Context: an optimization exercise on an open-source flow, tuned for small area. The choices shown serve that exercise and are no tape-out recipe.
At most, simulation tests tie the RTL to the original design; equivalence was not proved.
Power and IR drop assume default switching activity.

==> flow/design.v <==
module codec_fsm #(
	parameter OVERSAMPLE 	= 250,
	parameter DATA_WIDTH 	= 32,
	parameter CHANNELS		= 2
)(
	input	wire 						xclk_i,
	input	wire						reset_n,
	input	wire	signed	[ 31:0 ] 	right_i,
	input	wire	signed	[ 31:0 ] 	left_i,
	output	wire	signed	[ 31:0 ]	right_o,
	output	wire	signed	[ 31:0 ]	left_o,
	output	wire						ready_o,
	output 	wire						bclk_o,
	output 	wire						daclrck_o,
	output	wire						dacdat_o,
	output	wire						adclrck_o,
	input	wire						adcdat_i
);
	reg			half;
	reg [ 6:0 ]	cnt;
	reg			adc_d;				 
	reg [ 31:0 ]	sh_left, sh_right;		 
	reg [ 31:0 ]	adc_left_reg, adc_right_reg;
	reg			load_q, hold_q, sl_q, sr_q, hl_q, hr_q;
	wire rst		= ~reset_n;
	wire		end_half	= ( cnt == 7'd124 );
	wire		half_n		= ~rst & ( half ^ end_half );
	wire [ 6:0 ]	cnt_n		= rst ? 7'd127 : end_half ? 7'd0 : cnt + 1'b1;
	wire start_n	= ( half_n & ( cnt_n == 7'd124 ) ) | ( cnt_n == 7'd127 );
	wire sl_n		= ~half_n & ~cnt_n[6] & cnt_n[0];
	wire sr_n		= half_n & ~cnt_n[0] & ( ~cnt_n[6] | ( cnt_n == 7'd64 ) );
	always @( posedge xclk_i ) begin
		adc_d	<= adcdat_i;
		half	<= half_n;
		cnt		<= cnt_n;
		load_q	<= start_n;
		hold_q	<= ~start_n;
		sl_q	<= sl_n;
		sr_q	<= sr_n;
		hl_q	<= ~start_n & ~sl_n;
		hr_q	<= ~start_n & ~sr_n;
	end
	always @( posedge xclk_i ) begin
		sh_left		<= {32{reset_n}} & ( ( {32{load_q}} & left_i ) | ( {32{sl_q}} & { sh_left[30:0], adc_d } ) | ( {32{hl_q}} & sh_left ) );
		sh_right	<= {32{reset_n}} & ( ( {32{load_q}} & right_i ) | ( {32{sr_q}} & { sh_right[30:0], adc_d } ) | ( {32{hr_q}} & sh_right ) );
	end
	wire out_load	= reset_n & load_q;
	wire out_hold	= rst | hold_q;
	always @( posedge xclk_i ) begin
		adc_left_reg	<= ( {32{out_load}} & sh_left ) | ( {32{out_hold}} & adc_left_reg );
		adc_right_reg	<= ( {32{out_load}} & sh_right ) | ( {32{out_hold}} & adc_right_reg );
	end
	assign bclk_o		= cnt[0] ^ half;
	assign daclrck_o	= ~half;
	assign adclrck_o	= ~half;
	assign ready_o		= ~half & ( cnt == 7'd0 );
	assign dacdat_o		= half ? ( sh_right[31] & ( cnt < 7'd63 ) ) : ( sh_left[31] & ~cnt[6] );
	assign left_o		= adc_left_reg;
	assign right_o		= adc_right_reg;
endmodule
clock: 5.0 ns
lec_check: 0
cap_margin: 20
core_margin: 2
core_utilization: 40
slew_margin: 20
standard.sh (not shown) runs the stock make flow with config.mk's settings and CLKGATE_MAP_FILE= SYNTH_SCRIPT=/design/flow/synth_recipe.tcl, a recipe that flattens the netlist after the stock synthesis.
==> flow/flow/run.sh <==
#!/bin/bash
# Standard ORFS layout with small port buffers and a clock tree built from
# small clock buffers without dummy balancing loads.
set -euo pipefail
export BUFFER_PORTS_ARGS="-buffer_cell sky130_fd_sc_hd__buf_1"
export CTS_ARGS="-sink_clustering_enable -repair_clock_nets -buf_list {sky130_fd_sc_hd__clkbuf_2 sky130_fd_sc_hd__clkbuf_4} -dont_use_dummy_load"
bash standard.sh > standard.log 2>&1
Edit:
==> flow/design.v (replaced) <==
module codec_fsm #(
	parameter OVERSAMPLE 	= 250,
	parameter DATA_WIDTH 	= 32,
	parameter CHANNELS		= 2
)(
	input	wire 						xclk_i,
	input	wire						reset_n,
	input	wire	signed	[ 31:0 ] 	right_i,
	input	wire	signed	[ 31:0 ] 	left_i,
	output	wire	signed	[ 31:0 ]	right_o,
	output	wire	signed	[ 31:0 ]	left_o,
	output	wire						ready_o,
	output 	wire						bclk_o,
	output 	wire						daclrck_o,
	output	wire						dacdat_o,
	output	wire						adclrck_o,
	input	wire						adcdat_i
);
	reg			half;
	reg [ 6:0 ]	cnt;
	reg			adc_d;				 
	reg [ 63:0 ]	sh;					 
	reg [ 31:0 ]	adc_left_reg, adc_right_reg;
	reg			load_q, hold_q, sh_q, hd_q;
	reg			in_rst;				 
	wire rst		= ~reset_n;
	wire		end_half	= ( cnt == 7'd124 );
	wire		half_n		= ~rst & ( half ^ end_half );
	wire [ 6:0 ]	cnt_n		= rst ? 7'd127 : end_half ? 7'd0 : cnt + 1'b1;
	always @( posedge xclk_i ) begin
		adc_d	<= adcdat_i;
		half	<= half_n;
		cnt		<= cnt_n;
	end
	wire load_n		= rst | ( half & ( cnt == 7'd123 ) );
	wire sh_n		= reset_n & ~cnt[6] & ~cnt[0];
	always @( posedge xclk_i ) begin
		in_rst	<= rst;
		load_q	<= load_n;
		hold_q	<= ~load_n;
		sh_q	<= sh_n;
		hd_q	<= ~load_n & ~sh_n;
	end
	wire adc_in = half ? adcdat_i : adc_d;
	always @( posedge xclk_i ) begin
		sh <= ( {64{load_q}} & { left_i, right_i } ) | ( {64{sh_q}} & { sh[62:0], adc_in } ) | ( {64{hd_q}} & sh );
	end
	wire out_load	= reset_n & load_q & ~in_rst;
	wire out_hold	= rst | hold_q;
	always @( posedge xclk_i ) begin
		adc_left_reg	<= ( {32{out_load}} & sh[63:32] ) | ( {32{out_hold}} & adc_left_reg );
		adc_right_reg	<= ( {32{out_load}} & sh[31:0] ) | ( {32{out_hold}} & adc_right_reg );
	end
	assign dacdat_o		= ~cnt[6] & ( ( half & cnt[0] ) ? ( sh[62] & ~( cnt == 7'd63 ) ) : sh[63] );
	assign bclk_o		= cnt[0] ^ half;
	assign daclrck_o	= ~half;
	assign adclrck_o	= ~half;
	assign ready_o		= ~half & ( cnt == 7'd0 );
	assign left_o		= adc_left_reg;
	assign right_o		= adc_right_reg;
endmodule
The changed run ran to the end with no violations.
Combinational power falls by well over a third.
Area after synthesis falls by a few percent.
Final cell count falls slightly.
Setup slack got worse by 0.26 ns.
Wire length falls by a little under a tenth.
Via count falls by a few percent.
Design area falls slightly.
Clock-buffer cell count stays the same.
Register-to-register slack improved by 0.31 ns.
First-iteration DRC count rises by roughly a tenth.
Power falls by a quarter to a third.
Worst hold slack got worse by 0.0060 ns.
Non-clock buffer count rises by 1.
Clock power falls by a few percent.
The RTL of the first run of this note was laid out without a check of its function.

[what the ideal ports hide]
The flow's constraints put no driver on any port. The routed layouts listed below were extracted and timed again, unchanged, in two steps. Step 1 (the two cells are an assumption about what drives the block):
set clk [get_ports {xclk_i}]
set_driving_cell -lib_cell sky130_fd_sc_hd__clkbuf_16 $clk
set_driving_cell -lib_cell sky130_fd_sc_hd__buf_2 [delete_from_list [all_inputs] $clk]
Step 2, shift: input delay + t, output delay - t, t = (earliest + latest rising clock arrival at the registers) / 2. This alone moves slack from input paths to output paths. a / b / c = ideal ports / drivers / drivers and shift; a / b = the first two.
| run | shift t [ns] | setup slack, ns | worst hold slack (ns) | slew at the worst register clock pin (ns) |
|---|---|---|---|---|
| the first run | 0.548 | 2.289 / 2.254 / 2.192 | 0.478 / 0.478 / 0.478 | 0.12 / 0.12 |
| the second run | 0.542 | 2.029 / 1.999 / 1.828 | 0.472 / 0.472 / 0.472 | 0.12 / 0.12 |
After both steps setup and hold are still met in every run listed. For the second run, which loses most, drivers alone change the setup slack by -0.030 ns; drivers and shift together by -0.201 ns.
